Source: an optimization exercise on an open RTL-to-GDS flow (aim: small area and a short achievable clock period). Production flows keep margins and buffers that such runs may drop.
In this exercise RTL edits were held to simulation tests only and were not proved equivalent to the original.
No activity file was given, so power comes from the tool's default toggle rates.

## design/flow/config.mk

```make
export PLATFORM = sky130hd
export DESIGN_NAME = ex_cluster
export DESIGN_NICKNAME = ex_cluster
export VERILOG_FILES = /design/flow/design.v
export SDC_FILE = /design/flow/constraint.sdc
export NUM_CORES = 8
export LEC_CHECK = 0
export CAP_MARGIN = 20
export CORE_MARGIN = 2
export CORE_UTILIZATION = 40
export SETUP_SLACK_MARGIN = 5
export SLEW_MARGIN = 20
```

## design/flow/constraint.sdc

```tcl
create_clock -name core_clock -period 10.0 [get_ports {CLK}]
set_input_delay 2.0000 -clock core_clock [delete_from_list [all_inputs] [get_ports {CLK}]]
set_output_delay 2.0000 -clock core_clock [all_outputs]
set_load 0.01 [all_outputs]
```

## design/flow/design.v

```verilog
module alu(input  [31:0] a,
           input  [31:0] r2,
           input  [31:0] imm,
           input         alusrc,
           input  [3:0]  alucontrol,
           input         clr,
           input  [31:0] ext,
           input         ext_en,
           output [31:0] result,
           output        eq);
  wire        sub = alucontrol[3] | (alucontrol[1] & ~alucontrol[2]);
  wire        s_im = alusrc;
  wire        s_r2 = ~alusrc & ~sub;
  wire        s_nr = ~alusrc & sub;
  wire [31:0] bx  = ({32{s_im}} & imm) | ({32{s_r2}} & r2) | ({32{s_nr}} & ~r2);
  wire [31:0] p   = a ^ bx;
  wire [31:0] g   = a & bx;
  wire [31:0] G0 = {g[31:1], g[0] | (p[0] & sub)};
  wire [31:0] P0 = a | bx;
  wire [31:0] G1, P1;
  assign G1[0] = G0[0];
  assign P1[0] = P0[0];
  assign G1[1] = G0[1] | (P0[1] & G0[0]);
  assign P1[1] = P0[1] & P0[0];
  assign G1[2] = G0[2];
  assign P1[2] = P0[2];
  assign G1[3] = G0[3] | (P0[3] & G0[2]);
  assign P1[3] = P0[3] & P0[2];
  assign G1[4] = G0[4];
  assign P1[4] = P0[4];
  assign G1[5] = G0[5] | (P0[5] & G0[4]);
  assign P1[5] = P0[5] & P0[4];
  assign G1[6] = G0[6];
  assign P1[6] = P0[6];
  assign G1[7] = G0[7] | (P0[7] & G0[6]);
  assign P1[7] = P0[7] & P0[6];
  assign G1[8] = G0[8];
  assign P1[8] = P0[8];
  assign G1[9] = G0[9] | (P0[9] & G0[8]);
  assign P1[9] = P0[9] & P0[8];
  assign G1[10] = G0[10];
  assign P1[10] = P0[10];
  assign G1[11] = G0[11] | (P0[11] & G0[10]);
  assign P1[11] = P0[11] & P0[10];
  assign G1[12] = G0[12];
  assign P1[12] = P0[12];
  assign G1[13] = G0[13] | (P0[13] & G0[12]);
  assign P1[13] = P0[13] & P0[12];
  assign G1[14] = G0[14];
  assign P1[14] = P0[14];
  assign G1[15] = G0[15] | (P0[15] & G0[14]);
  assign P1[15] = P0[15] & P0[14];
  assign G1[16] = G0[16];
  assign P1[16] = P0[16];
  assign G1[17] = G0[17] | (P0[17] & G0[16]);
  assign P1[17] = P0[17] & P0[16];
  assign G1[18] = G0[18];
  assign P1[18] = P0[18];
  assign G1[19] = G0[19] | (P0[19] & G0[18]);
  assign P1[19] = P0[19] & P0[18];
  assign G1[20] = G0[20];
  assign P1[20] = P0[20];
  assign G1[21] = G0[21] | (P0[21] & G0[20]);
  assign P1[21] = P0[21] & P0[20];
  assign G1[22] = G0[22];
  assign P1[22] = P0[22];
  assign G1[23] = G0[23] | (P0[23] & G0[22]);
  assign P1[23] = P0[23] & P0[22];
  assign G1[24] = G0[24];
  assign P1[24] = P0[24];
  assign G1[25] = G0[25] | (P0[25] & G0[24]);
  assign P1[25] = P0[25] & P0[24];
  assign G1[26] = G0[26];
  assign P1[26] = P0[26];
  assign G1[27] = G0[27] | (P0[27] & G0[26]);
  assign P1[27] = P0[27] & P0[26];
  assign G1[28] = G0[28];
  assign P1[28] = P0[28];
  assign G1[29] = G0[29] | (P0[29] & G0[28]);
  assign P1[29] = P0[29] & P0[28];
  assign G1[30] = G0[30];
  assign P1[30] = P0[30];
  assign G1[31] = G0[31] | (P0[31] & G0[30]);
  assign P1[31] = P0[31] & P0[30];
  wire [31:0] G2, P2;
  assign G2[0] = G1[0];
  assign P2[0] = P1[0];
  assign G2[1] = G1[1];
  assign P2[1] = P1[1];
  assign G2[2] = G1[2];
  assign P2[2] = P1[2];
  assign G2[3] = G1[3] | (P1[3] & G1[1]);
  assign P2[3] = P1[3] & P1[1];
  assign G2[4] = G1[4];
  assign P2[4] = P1[4];
  assign G2[5] = G1[5];
  assign P2[5] = P1[5];
  assign G2[6] = G1[6];
  assign P2[6] = P1[6];
  assign G2[7] = G1[7] | (P1[7] & G1[5]);
  assign P2[7] = P1[7] & P1[5];
  assign G2[8] = G1[8];
  assign P2[8] = P1[8];
  assign G2[9] = G1[9];
  assign P2[9] = P1[9];
  assign G2[10] = G1[10];
  assign P2[10] = P1[10];
  assign G2[11] = G1[11] | (P1[11] & G1[9]);
  assign P2[11] = P1[11] & P1[9];
  assign G2[12] = G1[12];
  assign P2[12] = P1[12];
  assign G2[13] = G1[13];
  assign P2[13] = P1[13];
  assign G2[14] = G1[14];
  assign P2[14] = P1[14];
  assign G2[15] = G1[15] | (P1[15] & G1[13]);
  assign P2[15] = P1[15] & P1[13];
  assign G2[16] = G1[16];
  assign P2[16] = P1[16];
  assign G2[17] = G1[17];
  assign P2[17] = P1[17];
  assign G2[18] = G1[18];
  assign P2[18] = P1[18];
  assign G2[19] = G1[19] | (P1[19] & G1[17]);
  assign P2[19] = P1[19] & P1[17];
  assign G2[20] = G1[20];
  assign P2[20] = P1[20];
  assign G2[21] = G1[21];
  assign P2[21] = P1[21];
  assign G2[22] = G1[22];
  assign P2[22] = P1[22];
  assign G2[23] = G1[23] | (P1[23] & G1[21]);
  assign P2[23] = P1[23] & P1[21];
  assign G2[24] = G1[24];
  assign P2[24] = P1[24];
  assign G2[25] = G1[25];
  assign P2[25] = P1[25];
  assign G2[26] = G1[26];
  assign P2[26] = P1[26];
  assign G2[27] = G1[27] | (P1[27] & G1[25]);
  assign P2[27] = P1[27] & P1[25];
  assign G2[28] = G1[28];
  assign P2[28] = P1[28];
  assign G2[29] = G1[29];
  assign P2[29] = P1[29];
  assign G2[30] = G1[30];
  assign P2[30] = P1[30];
  assign G2[31] = G1[31] | (P1[31] & G1[29]);
  assign P2[31] = P1[31] & P1[29];
  wire [31:0] G3, P3;
  assign G3[0] = G2[0];
  assign P3[0] = P2[0];
  assign G3[1] = G2[1];
  assign P3[1] = P2[1];
  assign G3[2] = G2[2];
  assign P3[2] = P2[2];
  assign G3[3] = G2[3];
  assign P3[3] = P2[3];
  assign G3[4] = G2[4];
  assign P3[4] = P2[4];
  assign G3[5] = G2[5] | (P2[5] & G2[3]);
  assign P3[5] = P2[5] & P2[3];
  assign G3[6] = G2[6];
  assign P3[6] = P2[6];
  assign G3[7] = G2[7] | (P2[7] & G2[3]);
  assign P3[7] = P2[7] & P2[3];
  assign G3[8] = G2[8];
  assign P3[8] = P2[8];
  assign G3[9] = G2[9];
  assign P3[9] = P2[9];
  assign G3[10] = G2[10];
  assign P3[10] = P2[10];
  assign G3[11] = G2[11];
  assign P3[11] = P2[11];
  assign G3[12] = G2[12];
  assign P3[12] = P2[12];
  assign G3[13] = G2[13] | (P2[13] & G2[11]);
  assign P3[13] = P2[13] & P2[11];
  assign G3[14] = G2[14];
  assign P3[14] = P2[14];
  assign G3[15] = G2[15] | (P2[15] & G2[11]);
  assign P3[15] = P2[15] & P2[11];
  assign G3[16] = G2[16];
  assign P3[16] = P2[16];
  assign G3[17] = G2[17];
  assign P3[17] = P2[17];
  assign G3[18] = G2[18];
  assign P3[18] = P2[18];
  assign G3[19] = G2[19];
  assign P3[19] = P2[19];
  assign G3[20] = G2[20];
  assign P3[20] = P2[20];
  assign G3[21] = G2[21] | (P2[21] & G2[19]);
  assign P3[21] = P2[21] & P2[19];
  assign G3[22] = G2[22];
  assign P3[22] = P2[22];
  assign G3[23] = G2[23] | (P2[23] & G2[19]);
  assign P3[23] = P2[23] & P2[19];
  assign G3[24] = G2[24];
  assign P3[24] = P2[24];
  assign G3[25] = G2[25];
  assign P3[25] = P2[25];
  assign G3[26] = G2[26];
  assign P3[26] = P2[26];
  assign G3[27] = G2[27];
  assign P3[27] = P2[27];
  assign G3[28] = G2[28];
  assign P3[28] = P2[28];
  assign G3[29] = G2[29] | (P2[29] & G2[27]);
  assign P3[29] = P2[29] & P2[27];
  assign G3[30] = G2[30];
  assign P3[30] = P2[30];
  assign G3[31] = G2[31] | (P2[31] & G2[27]);
  assign P3[31] = P2[31] & P2[27];
  wire [31:0] G4, P4;
  assign G4[0] = G3[0];
  assign P4[0] = P3[0];
  assign G4[1] = G3[1];
  assign P4[1] = P3[1];
  assign G4[2] = G3[2];
  assign P4[2] = P3[2];
  assign G4[3] = G3[3];
  assign P4[3] = P3[3];
  assign G4[4] = G3[4];
  assign P4[4] = P3[4];
  assign G4[5] = G3[5];
  assign P4[5] = P3[5];
  assign G4[6] = G3[6];
  assign P4[6] = P3[6];
  assign G4[7] = G3[7];
  assign P4[7] = P3[7];
  assign G4[8] = G3[8];
  assign P4[8] = P3[8];
  assign G4[9] = G3[9] | (P3[9] & G3[7]);
  assign P4[9] = P3[9] & P3[7];
  assign G4[10] = G3[10];
  assign P4[10] = P3[10];
  assign G4[11] = G3[11] | (P3[11] & G3[7]);
  assign P4[11] = P3[11] & P3[7];
  assign G4[12] = G3[12];
  assign P4[12] = P3[12];
  assign G4[13] = G3[13] | (P3[13] & G3[7]);
  assign P4[13] = P3[13] & P3[7];
  assign G4[14] = G3[14];
  assign P4[14] = P3[14];
  assign G4[15] = G3[15] | (P3[15] & G3[7]);
  assign P4[15] = P3[15] & P3[7];
  assign G4[16] = G3[16];
  assign P4[16] = P3[16];
  assign G4[17] = G3[17];
  assign P4[17] = P3[17];
  assign G4[18] = G3[18];
  assign P4[18] = P3[18];
  assign G4[19] = G3[19];
  assign P4[19] = P3[19];
  assign G4[20] = G3[20];
  assign P4[20] = P3[20];
  assign G4[21] = G3[21];
  assign P4[21] = P3[21];
  assign G4[22] = G3[22];
  assign P4[22] = P3[22];
  assign G4[23] = G3[23];
  assign P4[23] = P3[23];
  assign G4[24] = G3[24];
  assign P4[24] = P3[24];
  assign G4[25] = G3[25] | (P3[25] & G3[23]);
  assign P4[25] = P3[25] & P3[23];
  assign G4[26] = G3[26];
  assign P4[26] = P3[26];
  assign G4[27] = G3[27] | (P3[27] & G3[23]);
  assign P4[27] = P3[27] & P3[23];
  assign G4[28] = G3[28];
  assign P4[28] = P3[28];
  assign G4[29] = G3[29] | (P3[29] & G3[23]);
  assign P4[29] = P3[29] & P3[23];
  assign G4[30] = G3[30];
  assign P4[30] = P3[30];
  assign G4[31] = G3[31] | (P3[31] & G3[23]);
  assign P4[31] = P3[31] & P3[23];
  wire [31:0] G5, P5;
  assign G5[0] = G4[0];
  assign P5[0] = P4[0];
  assign G5[1] = G4[1];
  assign P5[1] = P4[1];
  assign G5[2] = G4[2];
  assign P5[2] = P4[2];
  assign G5[3] = G4[3];
  assign P5[3] = P4[3];
  assign G5[4] = G4[4];
  assign P5[4] = P4[4];
  assign G5[5] = G4[5];
  assign P5[5] = P4[5];
  assign G5[6] = G4[6];
  assign P5[6] = P4[6];
  assign G5[7] = G4[7];
  assign P5[7] = P4[7];
  assign G5[8] = G4[8];
  assign P5[8] = P4[8];
  assign G5[9] = G4[9];
  assign P5[9] = P4[9];
  assign G5[10] = G4[10];
  assign P5[10] = P4[10];
  assign G5[11] = G4[11];
  assign P5[11] = P4[11];
  assign G5[12] = G4[12];
  assign P5[12] = P4[12];
  assign G5[13] = G4[13];
  assign P5[13] = P4[13];
  assign G5[14] = G4[14];
  assign P5[14] = P4[14];
  assign G5[15] = G4[15];
  assign P5[15] = P4[15];
  assign G5[16] = G4[16];
  assign P5[16] = P4[16];
  assign G5[17] = G4[17] | (P4[17] & G4[15]);
  assign P5[17] = P4[17] & P4[15];
  assign G5[18] = G4[18];
  assign P5[18] = P4[18];
  assign G5[19] = G4[19] | (P4[19] & G4[15]);
  assign P5[19] = P4[19] & P4[15];
  assign G5[20] = G4[20];
  assign P5[20] = P4[20];
  assign G5[21] = G4[21] | (P4[21] & G4[15]);
  assign P5[21] = P4[21] & P4[15];
  assign G5[22] = G4[22];
  assign P5[22] = P4[22];
  assign G5[23] = G4[23] | (P4[23] & G4[15]);
  assign P5[23] = P4[23] & P4[15];
  assign G5[24] = G4[24];
  assign P5[24] = P4[24];
  assign G5[25] = G4[25] | (P4[25] & G4[15]);
  assign P5[25] = P4[25] & P4[15];
  assign G5[26] = G4[26];
  assign P5[26] = P4[26];
  assign G5[27] = G4[27] | (P4[27] & G4[15]);
  assign P5[27] = P4[27] & P4[15];
  assign G5[28] = G4[28];
  assign P5[28] = P4[28];
  assign G5[29] = G4[29] | (P4[29] & G4[15]);
  assign P5[29] = P4[29] & P4[15];
  assign G5[30] = G4[30];
  assign P5[30] = P4[30];
  assign G5[31] = G4[31] | (P4[31] & G4[15]);
  assign P5[31] = P4[31] & P4[15];
  wire [31:0] G6, P6;
  assign G6[0] = G5[0];
  assign P6[0] = P5[0];
  assign G6[1] = G5[1];
  assign P6[1] = P5[1];
  assign G6[2] = G5[2] | (P5[2] & G5[1]);
  assign P6[2] = P5[2] & P5[1];
  assign G6[3] = G5[3];
  assign P6[3] = P5[3];
  assign G6[4] = G5[4] | (P5[4] & G5[3]);
  assign P6[4] = P5[4] & P5[3];
  assign G6[5] = G5[5];
  assign P6[5] = P5[5];
  assign G6[6] = G5[6] | (P5[6] & G5[5]);
  assign P6[6] = P5[6] & P5[5];
  assign G6[7] = G5[7];
  assign P6[7] = P5[7];
  assign G6[8] = G5[8] | (P5[8] & G5[7]);
  assign P6[8] = P5[8] & P5[7];
  assign G6[9] = G5[9];
  assign P6[9] = P5[9];
  assign G6[10] = G5[10] | (P5[10] & G5[9]);
  assign P6[10] = P5[10] & P5[9];
  assign G6[11] = G5[11];
  assign P6[11] = P5[11];
  assign G6[12] = G5[12] | (P5[12] & G5[11]);
  assign P6[12] = P5[12] & P5[11];
  assign G6[13] = G5[13];
  assign P6[13] = P5[13];
  assign G6[14] = G5[14] | (P5[14] & G5[13]);
  assign P6[14] = P5[14] & P5[13];
  assign G6[15] = G5[15];
  assign P6[15] = P5[15];
  assign G6[16] = G5[16] | (P5[16] & G5[15]);
  assign P6[16] = P5[16] & P5[15];
  assign G6[17] = G5[17];
  assign P6[17] = P5[17];
  assign G6[18] = G5[18] | (P5[18] & G5[17]);
  assign P6[18] = P5[18] & P5[17];
  assign G6[19] = G5[19];
  assign P6[19] = P5[19];
  assign G6[20] = G5[20] | (P5[20] & G5[19]);
  assign P6[20] = P5[20] & P5[19];
  assign G6[21] = G5[21];
  assign P6[21] = P5[21];
  assign G6[22] = G5[22] | (P5[22] & G5[21]);
  assign P6[22] = P5[22] & P5[21];
  assign G6[23] = G5[23];
  assign P6[23] = P5[23];
  assign G6[24] = G5[24] | (P5[24] & G5[23]);
  assign P6[24] = P5[24] & P5[23];
  assign G6[25] = G5[25];
  assign P6[25] = P5[25];
  assign G6[26] = G5[26] | (P5[26] & G5[25]);
  assign P6[26] = P5[26] & P5[25];
  assign G6[27] = G5[27];
  assign P6[27] = P5[27];
  assign G6[28] = G5[28] | (P5[28] & G5[27]);
  assign P6[28] = P5[28] & P5[27];
  assign G6[29] = G5[29];
  assign P6[29] = P5[29];
  assign G6[30] = G5[30] | (P5[30] & G5[29]);
  assign P6[30] = P5[30] & P5[29];
  assign G6[31] = G5[31];
  assign P6[31] = P5[31];
  wire [32:0] c   = {G6, sub};
  wire [31:0] s   = p ^ c[31:0];
  wire        lt  = c[32] ^ (alucontrol[0] | p[31]);
  wire use_x   = ~clr & ext_en;
  wire alu_ok  = ~clr & ~ext_en;
  wire sel_ar  = alu_ok & ~alucontrol[3] & ~alucontrol[2];
  wire sel_lt  = alu_ok &  alucontrol[3];
  wire lg_ok   = alu_ok & ~alucontrol[3] &  alucontrol[2];
  wire k_g     = lg_ok & ~alucontrol[1];                        
  wire k_p     = lg_ok & (alucontrol[1] ^ alucontrol[0]);       
  wire k_n     = lg_ok &  alucontrol[1] & alucontrol[0];        
  wire [31:0] pl  = ({32{sel_ar | k_p}} & p) | ({32{k_g}} & g) | ({32{k_n}} & ~(p | g));
  wire [31:0] cc  = c[31:0] & {32{sel_ar}};
  assign result = (pl ^ cc) | ({32{use_x}} & ext) | {31'd0, sel_lt & lt};
  assign eq     = &p;
endmodule
module tgt_add(input  [21:0] pc,
               input  [21:0] imm,
               output [21:0] t,
               output        co);
  wire [21:0] p = pc[21:0] ^ imm;
  wire [21:0] g = pc[21:0] & imm;
  wire [21:0] G0 = g;
  wire [21:0] P0 = p;
  wire [21:0] G1, P1;
  assign G1[0] = G0[0];
  assign P1[0] = P0[0];
  assign G1[1] = G0[1] | (P0[1] & G0[0]);
  assign P1[1] = P0[1] & P0[0];
  assign G1[2] = G0[2];
  assign P1[2] = P0[2];
  assign G1[3] = G0[3];
  assign P1[3] = P0[3];
  assign G1[4] = G0[4];
  assign P1[4] = P0[4];
  assign G1[5] = G0[5] | (P0[5] & G0[4]);
  assign P1[5] = P0[5] & P0[4];
  assign G1[6] = G0[6];
  assign P1[6] = P0[6];
  assign G1[7] = G0[7];
  assign P1[7] = P0[7];
  assign G1[8] = G0[8];
  assign P1[8] = P0[8];
  assign G1[9] = G0[9] | (P0[9] & G0[8]);
  assign P1[9] = P0[9] & P0[8];
  assign G1[10] = G0[10];
  assign P1[10] = P0[10];
  assign G1[11] = G0[11];
  assign P1[11] = P0[11];
  assign G1[12] = G0[12];
  assign P1[12] = P0[12];
  assign G1[13] = G0[13] | (P0[13] & G0[12]);
  assign P1[13] = P0[13] & P0[12];
  assign G1[14] = G0[14];
  assign P1[14] = P0[14];
  assign G1[15] = G0[15];
  assign P1[15] = P0[15];
  assign G1[16] = G0[16];
  assign P1[16] = P0[16];
  assign G1[17] = G0[17] | (P0[17] & G0[16]);
  assign P1[17] = P0[17] & P0[16];
  assign G1[18] = G0[18];
  assign P1[18] = P0[18];
  assign G1[19] = G0[19];
  assign P1[19] = P0[19];
  assign G1[20] = G0[20];
  assign P1[20] = P0[20];
  assign G1[21] = G0[21] | (P0[21] & G0[20]);
  assign P1[21] = P0[21] & P0[20];
  wire [21:0] G2, P2;
  assign G2[0] = G1[0];
  assign P2[0] = P1[0];
  assign G2[1] = G1[1];
  assign P2[1] = P1[1];
  assign G2[2] = G1[2] | (P1[2] & G1[1]);
  assign P2[2] = P1[2] & P1[1];
  assign G2[3] = G1[3];
  assign P2[3] = P1[3];
  assign G2[4] = G1[4];
  assign P2[4] = P1[4];
  assign G2[5] = G1[5];
  assign P2[5] = P1[5];
  assign G2[6] = G1[6] | (P1[6] & G1[5]);
  assign P2[6] = P1[6] & P1[5];
  assign G2[7] = G1[7];
  assign P2[7] = P1[7];
  assign G2[8] = G1[8];
  assign P2[8] = P1[8];
  assign G2[9] = G1[9];
  assign P2[9] = P1[9];
  assign G2[10] = G1[10] | (P1[10] & G1[9]);
  assign P2[10] = P1[10] & P1[9];
  assign G2[11] = G1[11];
  assign P2[11] = P1[11];
  assign G2[12] = G1[12];
  assign P2[12] = P1[12];
  assign G2[13] = G1[13];
  assign P2[13] = P1[13];
  assign G2[14] = G1[14] | (P1[14] & G1[13]);
  assign P2[14] = P1[14] & P1[13];
  assign G2[15] = G1[15];
  assign P2[15] = P1[15];
  assign G2[16] = G1[16];
  assign P2[16] = P1[16];
  assign G2[17] = G1[17];
  assign P2[17] = P1[17];
  assign G2[18] = G1[18] | (P1[18] & G1[17]);
  assign P2[18] = P1[18] & P1[17];
  assign G2[19] = G1[19];
  assign P2[19] = P1[19];
  assign G2[20] = G1[20];
  assign P2[20] = P1[20];
  assign G2[21] = G1[21];
  assign P2[21] = P1[21];
  wire [21:0] G3, P3;
  assign G3[0] = G2[0];
  assign P3[0] = P2[0];
  assign G3[1] = G2[1];
  assign P3[1] = P2[1];
  assign G3[2] = G2[2];
  assign P3[2] = P2[2];
  assign G3[3] = G2[3] | (P2[3] & G2[2]);
  assign P3[3] = P2[3] & P2[2];
  assign G3[4] = G2[4];
  assign P3[4] = P2[4];
  assign G3[5] = G2[5];
  assign P3[5] = P2[5];
  assign G3[6] = G2[6];
  assign P3[6] = P2[6];
  assign G3[7] = G2[7] | (P2[7] & G2[6]);
  assign P3[7] = P2[7] & P2[6];
  assign G3[8] = G2[8];
  assign P3[8] = P2[8];
  assign G3[9] = G2[9];
  assign P3[9] = P2[9];
  assign G3[10] = G2[10];
  assign P3[10] = P2[10];
  assign G3[11] = G2[11] | (P2[11] & G2[10]);
  assign P3[11] = P2[11] & P2[10];
  assign G3[12] = G2[12];
  assign P3[12] = P2[12];
  assign G3[13] = G2[13];
  assign P3[13] = P2[13];
  assign G3[14] = G2[14];
  assign P3[14] = P2[14];
  assign G3[15] = G2[15] | (P2[15] & G2[14]);
  assign P3[15] = P2[15] & P2[14];
  assign G3[16] = G2[16];
  assign P3[16] = P2[16];
  assign G3[17] = G2[17];
  assign P3[17] = P2[17];
  assign G3[18] = G2[18];
  assign P3[18] = P2[18];
  assign G3[19] = G2[19] | (P2[19] & G2[18]);
  assign P3[19] = P2[19] & P2[18];
  assign G3[20] = G2[20];
  assign P3[20] = P2[20];
  assign G3[21] = G2[21];
  assign P3[21] = P2[21];
  wire [21:0] G4, P4;
  assign G4[0] = G3[0];
  assign P4[0] = P3[0];
  assign G4[1] = G3[1];
  assign P4[1] = P3[1];
  assign G4[2] = G3[2];
  assign P4[2] = P3[2];
  assign G4[3] = G3[3];
  assign P4[3] = P3[3];
  assign G4[4] = G3[4];
  assign P4[4] = P3[4];
  assign G4[5] = G3[5];
  assign P4[5] = P3[5];
  assign G4[6] = G3[6];
  assign P4[6] = P3[6];
  assign G4[7] = G3[7] | (P3[7] & G3[3]);
  assign P4[7] = P3[7] & P3[3];
  assign G4[8] = G3[8];
  assign P4[8] = P3[8];
  assign G4[9] = G3[9];
  assign P4[9] = P3[9];
  assign G4[10] = G3[10];
  assign P4[10] = P3[10];
  assign G4[11] = G3[11];
  assign P4[11] = P3[11];
  assign G4[12] = G3[12];
  assign P4[12] = P3[12];
  assign G4[13] = G3[13];
  assign P4[13] = P3[13];
  assign G4[14] = G3[14];
  assign P4[14] = P3[14];
  assign G4[15] = G3[15] | (P3[15] & G3[11]);
  assign P4[15] = P3[15] & P3[11];
  assign G4[16] = G3[16];
  assign P4[16] = P3[16];
  assign G4[17] = G3[17];
  assign P4[17] = P3[17];
  assign G4[18] = G3[18];
  assign P4[18] = P3[18];
  assign G4[19] = G3[19];
  assign P4[19] = P3[19];
  assign G4[20] = G3[20];
  assign P4[20] = P3[20];
  assign G4[21] = G3[21] | (P3[21] & G3[19]);
  assign P4[21] = P3[21] & P3[19];
  wire [21:0] G5, P5;
  assign G5[0] = G4[0];
  assign P5[0] = P4[0];
  assign G5[1] = G4[1];
  assign P5[1] = P4[1];
  assign G5[2] = G4[2];
  assign P5[2] = P4[2];
  assign G5[3] = G4[3];
  assign P5[3] = P4[3];
  assign G5[4] = G4[4];
  assign P5[4] = P4[4];
  assign G5[5] = G4[5];
  assign P5[5] = P4[5];
  assign G5[6] = G4[6];
  assign P5[6] = P4[6];
  assign G5[7] = G4[7];
  assign P5[7] = P4[7];
  assign G5[8] = G4[8];
  assign P5[8] = P4[8];
  assign G5[9] = G4[9];
  assign P5[9] = P4[9];
  assign G5[10] = G4[10];
  assign P5[10] = P4[10];
  assign G5[11] = G4[11] | (P4[11] & G4[7]);
  assign P5[11] = P4[11] & P4[7];
  assign G5[12] = G4[12];
  assign P5[12] = P4[12];
  assign G5[13] = G4[13];
  assign P5[13] = P4[13];
  assign G5[14] = G4[14];
  assign P5[14] = P4[14];
  assign G5[15] = G4[15] | (P4[15] & G4[7]);
  assign P5[15] = P4[15] & P4[7];
  assign G5[16] = G4[16];
  assign P5[16] = P4[16];
  assign G5[17] = G4[17];
  assign P5[17] = P4[17];
  assign G5[18] = G4[18];
  assign P5[18] = P4[18];
  assign G5[19] = G4[19];
  assign P5[19] = P4[19];
  assign G5[20] = G4[20];
  assign P5[20] = P4[20];
  assign G5[21] = G4[21];
  assign P5[21] = P4[21];
  wire [21:0] G6, P6;
  assign G6[0] = G5[0];
  assign P6[0] = P5[0];
  assign G6[1] = G5[1];
  assign P6[1] = P5[1];
  assign G6[2] = G5[2];
  assign P6[2] = P5[2];
  assign G6[3] = G5[3];
  assign P6[3] = P5[3];
  assign G6[4] = G5[4];
  assign P6[4] = P5[4];
  assign G6[5] = G5[5];
  assign P6[5] = P5[5];
  assign G6[6] = G5[6];
  assign P6[6] = P5[6];
  assign G6[7] = G5[7];
  assign P6[7] = P5[7];
  assign G6[8] = G5[8];
  assign P6[8] = P5[8];
  assign G6[9] = G5[9];
  assign P6[9] = P5[9];
  assign G6[10] = G5[10];
  assign P6[10] = P5[10];
  assign G6[11] = G5[11];
  assign P6[11] = P5[11];
  assign G6[12] = G5[12];
  assign P6[12] = P5[12];
  assign G6[13] = G5[13];
  assign P6[13] = P5[13];
  assign G6[14] = G5[14];
  assign P6[14] = P5[14];
  assign G6[15] = G5[15];
  assign P6[15] = P5[15];
  assign G6[16] = G5[16];
  assign P6[16] = P5[16];
  assign G6[17] = G5[17];
  assign P6[17] = P5[17];
  assign G6[18] = G5[18];
  assign P6[18] = P5[18];
  assign G6[19] = G5[19] | (P5[19] & G5[15]);
  assign P6[19] = P5[19] & P5[15];
  assign G6[20] = G5[20];
  assign P6[20] = P5[20];
  assign G6[21] = G5[21] | (P5[21] & G5[15]);
  assign P6[21] = P5[21] & P5[15];
  wire [21:0] G7, P7;
  assign G7[0] = G6[0];
  assign P7[0] = P6[0];
  assign G7[1] = G6[1];
  assign P7[1] = P6[1];
  assign G7[2] = G6[2];
  assign P7[2] = P6[2];
  assign G7[3] = G6[3];
  assign P7[3] = P6[3];
  assign G7[4] = G6[4] | (P6[4] & G6[3]);
  assign P7[4] = P6[4] & P6[3];
  assign G7[5] = G6[5] | (P6[5] & G6[3]);
  assign P7[5] = P6[5] & P6[3];
  assign G7[6] = G6[6] | (P6[6] & G6[3]);
  assign P7[6] = P6[6] & P6[3];
  assign G7[7] = G6[7];
  assign P7[7] = P6[7];
  assign G7[8] = G6[8] | (P6[8] & G6[7]);
  assign P7[8] = P6[8] & P6[7];
  assign G7[9] = G6[9] | (P6[9] & G6[7]);
  assign P7[9] = P6[9] & P6[7];
  assign G7[10] = G6[10] | (P6[10] & G6[7]);
  assign P7[10] = P6[10] & P6[7];
  assign G7[11] = G6[11];
  assign P7[11] = P6[11];
  assign G7[12] = G6[12] | (P6[12] & G6[11]);
  assign P7[12] = P6[12] & P6[11];
  assign G7[13] = G6[13] | (P6[13] & G6[11]);
  assign P7[13] = P6[13] & P6[11];
  assign G7[14] = G6[14] | (P6[14] & G6[11]);
  assign P7[14] = P6[14] & P6[11];
  assign G7[15] = G6[15];
  assign P7[15] = P6[15];
  assign G7[16] = G6[16] | (P6[16] & G6[15]);
  assign P7[16] = P6[16] & P6[15];
  assign G7[17] = G6[17] | (P6[17] & G6[15]);
  assign P7[17] = P6[17] & P6[15];
  assign G7[18] = G6[18] | (P6[18] & G6[15]);
  assign P7[18] = P6[18] & P6[15];
  assign G7[19] = G6[19];
  assign P7[19] = P6[19];
  assign G7[20] = G6[20] | (P6[20] & G6[19]);
  assign P7[20] = P6[20] & P6[19];
  assign G7[21] = G6[21];
  assign P7[21] = P6[21];
  wire [22:0] c = {G7, 1'b0};
  assign t  = p ^ c[21:0];
  assign co = c[22];
endmodule
module EX #(parameter BR = 0, parameter WD = 0)
         (input         CLK,
          input         reset,
          input         ALUSrc,
          input  [3:0]  ALUControl,
          input         Branch,
          input         BranchN,
          input  [31:0] RD1,
          input  [31:0] RD2,
          input  [31:0] ExtImm,
          input  [31:0] PCPlus4,
          input  [3:0]  Tag,
          input         Pred,
          output        PCSrc,
          output [31:0] ALUOut,
          output [31:0] WriteData,
          output [31:0] PCBranch,
          output [3:0]  Tago,
          output [4:0]  BTAPTag,
          output [31:0] BTAPAddr);
  wire [31:0] Imm  = {{16{ExtImm[16]}}, ExtImm[15:0]};
  wire [31:0] res;
  wire        eq;
  wire [31:0] brv;
  wire        brsel;
  alu a1(.a(RD1), .r2(RD2), .imm(Imm), .alusrc(ALUSrc), .alucontrol(ALUControl), .clr(reset), .ext(brv), .ext_en(brsel),
         .result(res), .eq(eq));
  reg [3:0] TagE;
  always @(posedge CLK)
    TagE <= reset ? 4'd0 : Tag;
  assign Tago = TagE;
  generate
    if (WD) begin : g_wd
      reg [31:0] WDE;
      always @(posedge CLK)
        WDE <= reset ? 32'd0 : RD2;
      assign WriteData = WDE;
    end else begin : g_nowd
      assign WriteData = 32'd0;
    end
    if (BR) begin : g_br
      wire        isbr  = Branch | BranchN;
      wire        taken = (Branch & eq) | (BranchN & ~eq);
      localparam LO = 22;
      localparam HI = 30 - LO;
      wire [LO-1:0] tlo;
      wire          co;
      tgt_add ta(.pc(PCPlus4[LO+1:2]), .imm({{(LO-16){ExtImm[15]}}, ExtImm[15:0]}), .t(tlo), .co(co));
      wire          up   = co & ~ExtImm[15];
      wire          down = ~co & ExtImm[15];
      assign brv   = {PCPlus4[31:LO+2], tlo, up, down};
      assign brsel = isbr;
      reg  [31:0]   OutE;
      reg  [LO-1:0] PCLoE;
      reg           TakenE, PCSrcE;
      always @(posedge CLK) begin
        OutE   <= res;
        PCLoE  <= PCPlus4[LO+1:2];
        TakenE <= taken;
        PCSrcE <= taken ^ Pred;
      end
      wire [HI-1:0] hi = OutE[31:LO+2];
      wire [HI-1:0] flip;
      genvar i;
      for (i = 0; i < HI; i = i + 1) begin : g_flip
        if (i == 0) begin : g0
          assign flip[i] = OutE[1] | OutE[0];
        end else begin : gi
          assign flip[i] = (OutE[1] & (&hi[i-1:0])) | (OutE[0] & ~(|hi[i-1:0]));
        end
      end
      assign ALUOut   = OutE;
      assign BTAPAddr = {hi ^ flip, OutE[LO+1:2], 2'b00};
      assign PCBranch = {hi ^ (flip & {HI{TakenE}}), TakenE ? OutE[LO+1:2] : PCLoE, 2'b00};
      assign PCSrc    = PCSrcE;
      assign BTAPTag  = PCLoE[4:0] - 5'd1;
    end else begin : g_nobr
      assign brv   = 32'd0;
      assign brsel = 1'b0;
      reg [31:0] OutE;
      always @(posedge CLK)
        OutE <= res;
      assign ALUOut   = OutE;
      assign BTAPAddr = 32'd0;
      assign PCBranch = 32'd0;
      assign PCSrc    = 1'b0;
      assign BTAPTag  = 5'd0;
    end
  endgenerate
endmodule
module ex_cluster(input         CLK,
                  input         reset,
                  input         ALUSrcD1,
                  input  [3:0]  ALUControlD1,
                  input         BranchD1,
                  input         BranchND1,
                  input  [31:0] RDD11,
                  input  [31:0] RDD21,
                  input  [31:0] ExtImmD1,
                  input  [31:0] PCPlus41,
                  input  [3:0]  TagD1,
                  input         PredD1,
                  input         ALUSrcD2,
                  input  [3:0]  ALUControlD2,
                  input         BranchD2,
                  input         BranchND2,
                  input  [31:0] RDD12,
                  input  [31:0] RDD22,
                  input  [31:0] ExtImmD2,
                  input  [31:0] PCPlus42,
                  input  [3:0]  TagD2,
                  input         PredD2,
                  input         ALUSrcD3,
                  input  [3:0]  ALUControlD3,
                  input  [31:0] RDD13,
                  input  [31:0] RDD23,
                  input  [31:0] ExtImmD3,
                  input  [3:0]  TagD3,
                  input         ALUSrcD4,
                  input  [3:0]  ALUControlD4,
                  input  [31:0] RDD14,
                  input  [31:0] RDD24,
                  input  [31:0] ExtImmD4,
                  input  [3:0]  TagD4,
                  output        PCSrc1,
                  output [31:0] ALUOutE1,
                  output [3:0]  TagoE1,
                  output [31:0] PCBranch1,
                  output [4:0]  BTAPTag1,
                  output [31:0] BTAPAddr1,
                  output        PCSrc2,
                  output [31:0] ALUOutE2,
                  output [3:0]  TagoE2,
                  output [31:0] PCBranch2,
                  output [4:0]  BTAPTag2,
                  output [31:0] BTAPAddr2,
                  output [31:0] ALUOutE3,
                  output [31:0] WriteDataE3,
                  output [3:0]  TagoE3,
                  output [31:0] ALUOutE4,
                  output [3:0]  TagoE4);
  wire [31:0] unused_wd1, unused_wd2, unused_wd4;
  wire [31:0] unused_pcb3, unused_pcb4, unused_ba3, unused_ba4;
  wire [4:0]  unused_bt3, unused_bt4;
  wire        unused_ps3, unused_ps4;
  EX #(.BR(1), .WD(0)) ex1(.CLK(CLK), .reset(reset),
         .ALUSrc(ALUSrcD1), .ALUControl(ALUControlD1), .Branch(BranchD1), .BranchN(BranchND1),
         .RD1(RDD11), .RD2(RDD21), .ExtImm(ExtImmD1), .PCPlus4(PCPlus41), .Tag(TagD1), .Pred(PredD1),
         .PCSrc(PCSrc1), .ALUOut(ALUOutE1), .WriteData(unused_wd1), .PCBranch(PCBranch1), .Tago(TagoE1), .BTAPTag(BTAPTag1), .BTAPAddr(BTAPAddr1));
  EX #(.BR(1), .WD(0)) ex2(.CLK(CLK), .reset(reset),
         .ALUSrc(ALUSrcD2), .ALUControl(ALUControlD2), .Branch(BranchD2), .BranchN(BranchND2),
         .RD1(RDD12), .RD2(RDD22), .ExtImm(ExtImmD2), .PCPlus4(PCPlus42), .Tag(TagD2), .Pred(PredD2),
         .PCSrc(PCSrc2), .ALUOut(ALUOutE2), .WriteData(unused_wd2), .PCBranch(PCBranch2), .Tago(TagoE2), .BTAPTag(BTAPTag2), .BTAPAddr(BTAPAddr2));
  EX #(.BR(0), .WD(1)) ex3(.CLK(CLK), .reset(reset),
         .ALUSrc(ALUSrcD3), .ALUControl(ALUControlD3), .Branch(1'b0), .BranchN(1'b0),
         .RD1(RDD13), .RD2(RDD23), .ExtImm(ExtImmD3), .PCPlus4(32'd0), .Tag(TagD3), .Pred(1'b0),
         .PCSrc(unused_ps3), .ALUOut(ALUOutE3), .WriteData(WriteDataE3), .PCBranch(unused_pcb3), .Tago(TagoE3), .BTAPTag(unused_bt3), .BTAPAddr(unused_ba3));
  EX #(.BR(0), .WD(0)) ex4(.CLK(CLK), .reset(reset),
         .ALUSrc(ALUSrcD4), .ALUControl(ALUControlD4), .Branch(1'b0), .BranchN(1'b0),
         .RD1(RDD14), .RD2(RDD24), .ExtImm(ExtImmD4), .PCPlus4(32'd0), .Tag(TagD4), .Pred(1'b0),
         .PCSrc(unused_ps4), .ALUOut(ALUOutE4), .WriteData(unused_wd4), .PCBranch(unused_pcb4), .Tago(TagoE4), .BTAPTag(unused_bt4), .BTAPAddr(unused_ba4));
endmodule
```

## design/flow/run.sh

```bash
#!/bin/bash
# synth_recipe.tcl (not shown) runs the flow's synth.tcl, then flattens the netlist and writes it again
# the make line also repeats each setting of config.mk as NAME=value (left out here)
make -C /OpenROAD-flow-scripts/flow DESIGN_CONFIG=/design/flow/config.mk WORK_HOME=/design/flow/orfs CLKGATE_MAP_FILE= SYNTH_SCRIPT=/design/flow/synth_recipe.tcl finish
```

==> impl_results.md, run 1 <==
- Minimum hold slack: 1520 ps
- Hold Violations, Final: 0
- DR WL/cell: 22.3 µm
- Initial Utilization: 40.4%
- Clk sinks: 224
- Post-Route WL: 91.8 mm
- Initial detailed-routing violation count: 1,791
- Max VDD drop: 166 µV
- Syn Area/Cell: 8.22 µm²
- Max-Cap Viols: 0
- Worst-margin pin slew: 1080 ps
- Number of routed nets with antenna violations: 0
- Crit-path cells: buf_6 -> nand2b_4 -> nor2b_4 -> buf_6 -> buf_6 -> xor2_1 -> nor2_1 -> a21oi_2 -> inv_1 -> ha_4 -> or3_4 -> o211ai_1 -> nand4_2 -> a311oi_4 -> buf_4 -> o211ai_4 -> nand2b_1 -> a21oi_2 -> mux2_4
- Core Rows: 85
- Design area: 0.0323 mm²
- CP Capture Point: ex2.g_br.OutE[31]
- Area post-placement: 0.0296 mm²
- DP Wirelength: 72.0 mm
- Overflow after GRT: 0
- Hold_buf cts: 0
- CP delay by family, top: simple AND/OR/NAND/NOR gates
- Crit path DAT: 5460 ps
- Die Ht: 237 µm
- Fillcell total: 4,755
- Worst slack at placement: 3100 ps
- Initial antenna violation count: 37
- Status: finished clean
- Post-route setup TNS: 0 ps
- DRC Markers: 0
- Footprint of the multi-input gates: 0.0161 mm²
- CTS root buf: clkbuf_16
- YS warnings: 3
- Detail Route met3 WL: 6.64 mm
- Via count: 22,085
- Initial DRT Pass Iterations: 9
- Share of layout cells above drive strength 1: 12.2%
- H-tree depth: 1
- Avg Vias per Cell: 5.37
- Fin crit share: 49.8%
- Met2 routed WL: 47.1 mm
- GRT Overall Usage: 31.1%
- Post-Syn Area: 0.0217 mm²
- Crit-path max FO: 6
- IO buf count: 735
- Worst slew margin: 28.0%
- Synthesis-stage register bit count: 224
- Largest net degree at the start of global routing: 54
- Crit path from: ALUControlD2[2]
- Critical Path Stages: 19
- Inserted Clock Buffers: 29
- Die area: 0.0563 mm²
- EDFF count, synth: 0
- Max stage delay on crit path: 410 ps
- Cell variety after synth: 76
- Required @ worst endpoint: 10,480 ps
- Global-route wire length before repair: 134 mm
- Most frequent cells in the layout: clkdlybuf4s50_1, inv_1, ha_1, dfxtp_1, xor2_1
- F_max: 0.201 GHz
- Sequential-to-total area share from yosys stat: 20.6%
- Startpoint types: input port
- Vias in the first global route: 22,048
- Max stage delay cell, worst path: or3_4
- Top-Level Pins: 808
- Routed met1 length: 34.7 mm
- Clk pin slew, worst setup/hold paths: 60 ps
- Setup CP Type: input port to register
- Unrepaired setup endpoints after global routing: yes
- CTS tree: done
- CTS max path bufs: 3
- Top Metal Used: met5
- GPL Wtd Cong: 0.938
- Worst hold path class: input port to register
- Synth Instances: 2,647
- Layout Area Growth over Synthesis: 48.6%
- CP dominant cell by count: buf_6
- Layout net count: 4,232
- Endpoint class of the critical path: register
- Slew Viols, Final: 0
- Finish-stage setup viols: 0
- Die width: 237 µm
- Top FF cell, synth: dfxtp_1
- Commonest non-fill, non-tap cell in the layout: clkdlybuf4s50_1
- Final WS setup: 5020 ps
- Sequential Area: 0.00450 mm²
- Cell Pwr Density: 116 mW/mm²
- Core Region: 0.0538 mm²
- Post-synth ARST share: 0%
- WP buf/inv: 5
- Leak: 14.3 nW
- Min Tclk post-route: 4980 ps
-- stage by stage --
| stage | power [mW] | utilization, % | cells |
|---|---|---|---|
| after detailed placement | 2.52 | 55.1 | 3949 |
| after global placement | 2.49 | 55.1 | 3949 |
| after CTS | 3.73 | 58.9 | 4056 |
| final | 3.76 | 60.0 | 4114 |
| after global routing | 3.95 | 60.0 | 4112 |
| after floorplan | 1.83 | - | 2654 |
-- power breakdown --
part	internal (mW)	switching, mW	total [mW]
Combinational	0.819	0.784	1.60
Sequential	0.978	0.0628	1.04
Clock	0.647	0.471	1.12
Total	2.44	1.32	3.76
-- worst min-delay path by stage --
| stage | start | end | slack, ps | cells after the start |
|---|---|---|---|---|
| final | PCPlus41[2] | ex1.g_br.PCLoE[0] | 1520 | 1 |
| after global routing | PCPlus41[2] | ex1.g_br.PCLoE[0] | 1500 | 1 |
| after CTS | PCPlus41[2] | ex1.g_br.PCLoE[0] | 1490 | 1 |
| after detailed placement | reset | ex4.g_nobr.OutE[0] | 2490 | 2 |
| after global placement | reset | ex4.g_nobr.OutE[0] | 2470 | 2 |
| after floorplan | PCPlus41[2] | ex1.g_br.PCLoE[0] | 2030 | 0 |
-- metal layers --
layer / track usage (%) / vias to the layer above
li1: - / 10498
met1: 34.9 / 10577
met2: 57.0 / 841
met3: 6.79 / 157
met4: 12.6 / 12
met5: 0 / -
-- synth_stat cells (all sizes together) (22+ instances only) --
library cell / instances / area [µm²]
dfxtp: 224 / 4480
buf: 77 / 485
clkbuf: 87 / 327
a222oi: 127 / 1270
nor2b: 73 / 457
o21ai: 117 / 586
nor2: 204 / 766
nand2b: 32 / 200
mux2: 44 / 495
inv: 352 / 1320
o21a: 50 / 375
a21o: 23 / 173
xnor2: 108 / 946
ha: 360 / 4500
xor2: 202 / 1770
nor3: 30 / 160
o31ai: 22 / 180
nand4: 22 / 144
nand2: 128 / 480
a21oi: 149 / 749
-- sequential cells by signal, indices dropped and copies added, names as in the netlist, 4 cells and up --
register / flops
ex1.g_br.OutE: 32
ex4.TagE: 4
ex3.g_wd.WDE: 32
ex3.g_nobr.OutE: 32
ex3.TagE: 4
ex4.g_nobr.OutE: 32
ex2.TagE: 4
ex2.g_br.OutE: 32
ex2.g_br.PCLoE: 22
ex1.g_br.PCLoE: 22
ex1.TagE: 4
-- cells by family (layout without fill, tap and decap cells) --
kind of cell	count (synthesis)	in the layout	share of synthesized area [%]
other	1	39	0.0172
adder cells (fa/ha/maj)	376	376	22.2
buffers and inverters	516	1249	9.81
AO/OA/AOI/OAI	600	600	19.7
flip-flops	224	224	20.6
AND/OR/NAND/NOR	572	572	12.7
multiplexers	48	48	2.46
XOR/XNOR	310	310	12.5
-- what timing repair did --
action	4_1_cts	5_1_grt
pin swaps	51	59
setup endpoints to repair	112	78
gates resized for setup	174	102
buffers inserted	50	25
cloned	3	2
endpoints found under the hold margin	0	0
-- area by class of cell --
type,instances,share of cell area [%]
diodes,31,0.240
clock buffers,35,2.44
clock inverters,19,0.681
inverters,352,4.09
multi-input cells,1914,49.8
flip-flops and latches,224,13.9
well taps,696,2.69
repair buffers,843,26.1
==> run 2: changes to the inputs <==
--- a/design/flow/config.mk
+++ b/design/flow/config.mk
@@ -7,2 +7,3 @@
 export LEC_CHECK = 0
+export ABC_AREA = 1
 export CAP_MARGIN = 20
==> impl_results.md, run 2 <==
- Minimum hold slack: 1590 ps
- Die width: 243 µm
- Largest net degree at the start of global routing: 44
- GPL Wtd Cong: 0.923
- Mux cell area share after synthesis: 2.02%
- F_max: 0.206 GHz
- Xor-xnor portion of the synthesized cell area: 3.34%
- Overflow after GRT: 0
- Post-route setup TNS: 0 ps
- Layout Area Growth over Synthesis: 40.2%
- Number of routed nets with antenna violations: 0
- Hold Violations, Final: 0
- Setup CP Type: register to primary output
- Power Total: 3.61 mW
- CTS tree: done
- Die Ht: 243 µm
- Cell variety after synth: 51
- Post-synth ARST share: 0%
- Compound-Gate Fraction of Synth Area: 13.3%
- Layout net count: 4,970
- Share of layout cells above drive strength 1: 5.65%
- Most common library cells after synthesis: nand2_1, inv_1, ha_1
- Unrepaired setup endpoints after global routing: no
- Clk sinks: 224
- Max VDD drop: 127 µV
- Global-route wire length before repair: 132 mm
- Vias in the first global route: 22,698
- Synth Instances: 3,439
- Non-filler instance count after layout: 4,902
- Largest family of logic cells by synthesized area: simple AND/OR/NAND/NOR gates
- Inserted Clock Buffers: 30
- Initial antenna violation count: 33
- Top Metal Used: met5
- Worst hold path class: input port to register
- Most frequent cell after synthesis: nand2_1
- Max-Cap Viols: 0
- DP Wirelength: 72.4 mm
- Met2 routed WL: 42.2 mm
- Fin crit share: 48.5%
- Worst-margin pin slew: 1010 ps
- CTS root buf: clkbuf_16
- Finish-stage setup viols: 0
- EDFF count, synth: 0
- Worst slew margin: 32.2%
- Most frequent cells in the layout: clkdlybuf4s50_1, nand2_1, inv_1, ha_1, nor2_1
- Adder-cell area share of the yosys netlist: 21.1%
- Post-Syn Area: 0.0228 mm²
- Crit path DAT: 2850 ps
- Required @ worst endpoint: 8000 ps
- Endpoint class of the critical path: primary output
- Via count: 23,838
- Initial DRT Pass Iterations: 7
- Hold_buf cts: 0
- Area leader, netlist: ha_1
- Core Rows: 87
- Detail Route met3 WL: 6.51 mm
- H-tree depth: 1
- Avg Vias per Cell: 4.86
- DRC Markers: 0
- Synthesis-stage register bit count: 224
- Top-Level Pins: 808
- CTS max path bufs: 3
- Status: finished clean
- Synth top area share: 19.7%
- Post-Synth Simple-Gate Area: 25.9%
- Post-Route WL: 89.0 mm
- Synth top area cells: ha_1, dfxtp_1, nand2_1
- Commonest non-fill, non-tap cell in the layout: clkdlybuf4s50_1
- Initial Utilization: 40.5%
- Routed met1 length: 36.4 mm
- Top FF cell, synth: dfxtp_1
- Initial detailed-routing violation count: 1,222
- DR WL/cell: 18.2 µm
- Crit-path max FO: 3
- Core Region: 0.0564 mm²
- GRT Overall Usage: 28.9%
- Syn Area/Cell: 6.64 µm²
- Clk pin slew, worst setup/hold paths: 60 ps
- Placed Cells: 4,810
- Sequential-to-total area share from yosys stat: 19.6%
- Cell Pwr Density: 113 mW/mm²
- Die area: 0.0590 mm²
- Startpoint types: register
- Leak: 15.9 nW
- IO buf count: 735
- YS warnings: 3
- Slew Viols, Final: 0
- Min Tclk post-route: 4850 ps
==> run 2: metrics by stage <==
step	area (µm²)	utilization, %	worst slack [ps]
floorplan	22900	-	5090
global placement	30500	54.1	3740
detailed placement	30500	54.1	3660
CTS	31700	56.2	5000
global route	32000	56.8	4980
finish	32000	56.8	5150
==> run 2: cell type report <==
cell class | count | area, µm²
inverter | 675 | 2550
timing repair buffer | 770 | 7660
antenna | 21 | 52.6
fill | 5601 | 24400
sequential | 224 | 4490
clock buffer | 45 | 888
clock inverter | 10 | 181
tap | 756 | 946
multi-input combinational | 2401 | 15300
==> run 2: final timing paths <==
| check | from | end | slack, ps | depth (start not counted) |
|---|---|---|---|---|
| max | ex2.g_br.OutE[24] | PCBranch2[31] | 5150 | 13 |
| min | PCPlus41[2] | ex1.g_br.PCLoE[0] | 1590 | 1 |
==> run 2: cell families (layout without fill, tap and decap cells) <==
| logic type | after synthesis | in the layout |
|---|---|---|
| simple gates | 1390 | 1392 |
| xor+xnor | 87 | 87 |
| other cells | 1 | 29 |
| mux | 41 | 41 |
| buf+inv | 823 | 1500 |
| fa+ha+maj | 376 | 376 |
| compound gates | 497 | 497 |
| flops | 224 | 224 |
==> run 2: report_power, final <==
| part | switching [mW] | internal, mW | leakage, nW | total [mW] |
|---|---|---|---|---|
| Combinational | 0.721 | 0.672 | 13.6 | 1.39 |
| Clock | 0.440 | 0.737 | 0.521 | 1.18 |
| Sequential | 0.0657 | 0.978 | 1.87 | 1.04 |
| Total | 1.23 | 2.39 | 15.9 | 3.61 |
==> run 2: critical path, cell delays in order, from the launching register on <==
cell	delay, ps
dfxtp_1	360
nand2_1	80
nor2_1	120
inv_1	80
nor2_2	120
inv_1	50
nor2_1	130
inv_1	90
nor2_2	140
nand3_1	90
o31ai_1	100
xor2_1	210
mux2_2	180
clkdlybuf4s50_1	520
==> run 2: per-layer routing <==
layer | global-route usage, % | vias to the layer above
met5 | 0 | -
met4 | 12.6 | 20
met3 | 7.33 | 150
met2 | 49.9 | 722
met1 | 33.8 | 10698
li1 | - | 12248
==> run 2: timing repair <==
action,4_1_cts,5_1_grt
resized for setup,31,63
setup buffers,4,10
cloned,0,2
pin swaps,7,17
endpoints found under the setup margin,77,89

==> separate check: timing with driven ports <==
The flow's constraints put no driver on any port. The routed layouts listed below were extracted and timed again, unchanged, in two steps. Step 1 assumes that a clkbuf_16 drives the clock port and a buf_2 every other input. Step 2 adds t to the input delays and takes it off the output delays; t is the mean of the earliest and latest rising clock arrival at the registers after step 1. Input paths then give back, and output paths get back, about the clock's delay inside the block. Three values: ideal ports, drivers, drivers and shift; two values: the first two.
| run | t, ns | setup WS [ns] | worst setup path after step 2 |
|---|---|---|---|
| run 1 | 0.659 | 5.018 / 4.990 / 4.331 | input to register |
| run 2 | 0.629 | 5.148 / 5.088 / 4.586 | input to register |
After both steps setup and hold are still met in every run listed. The setup slack of run 1, which loses most, moves by -0.028 ns with the drivers and by -0.687 ns with both steps.
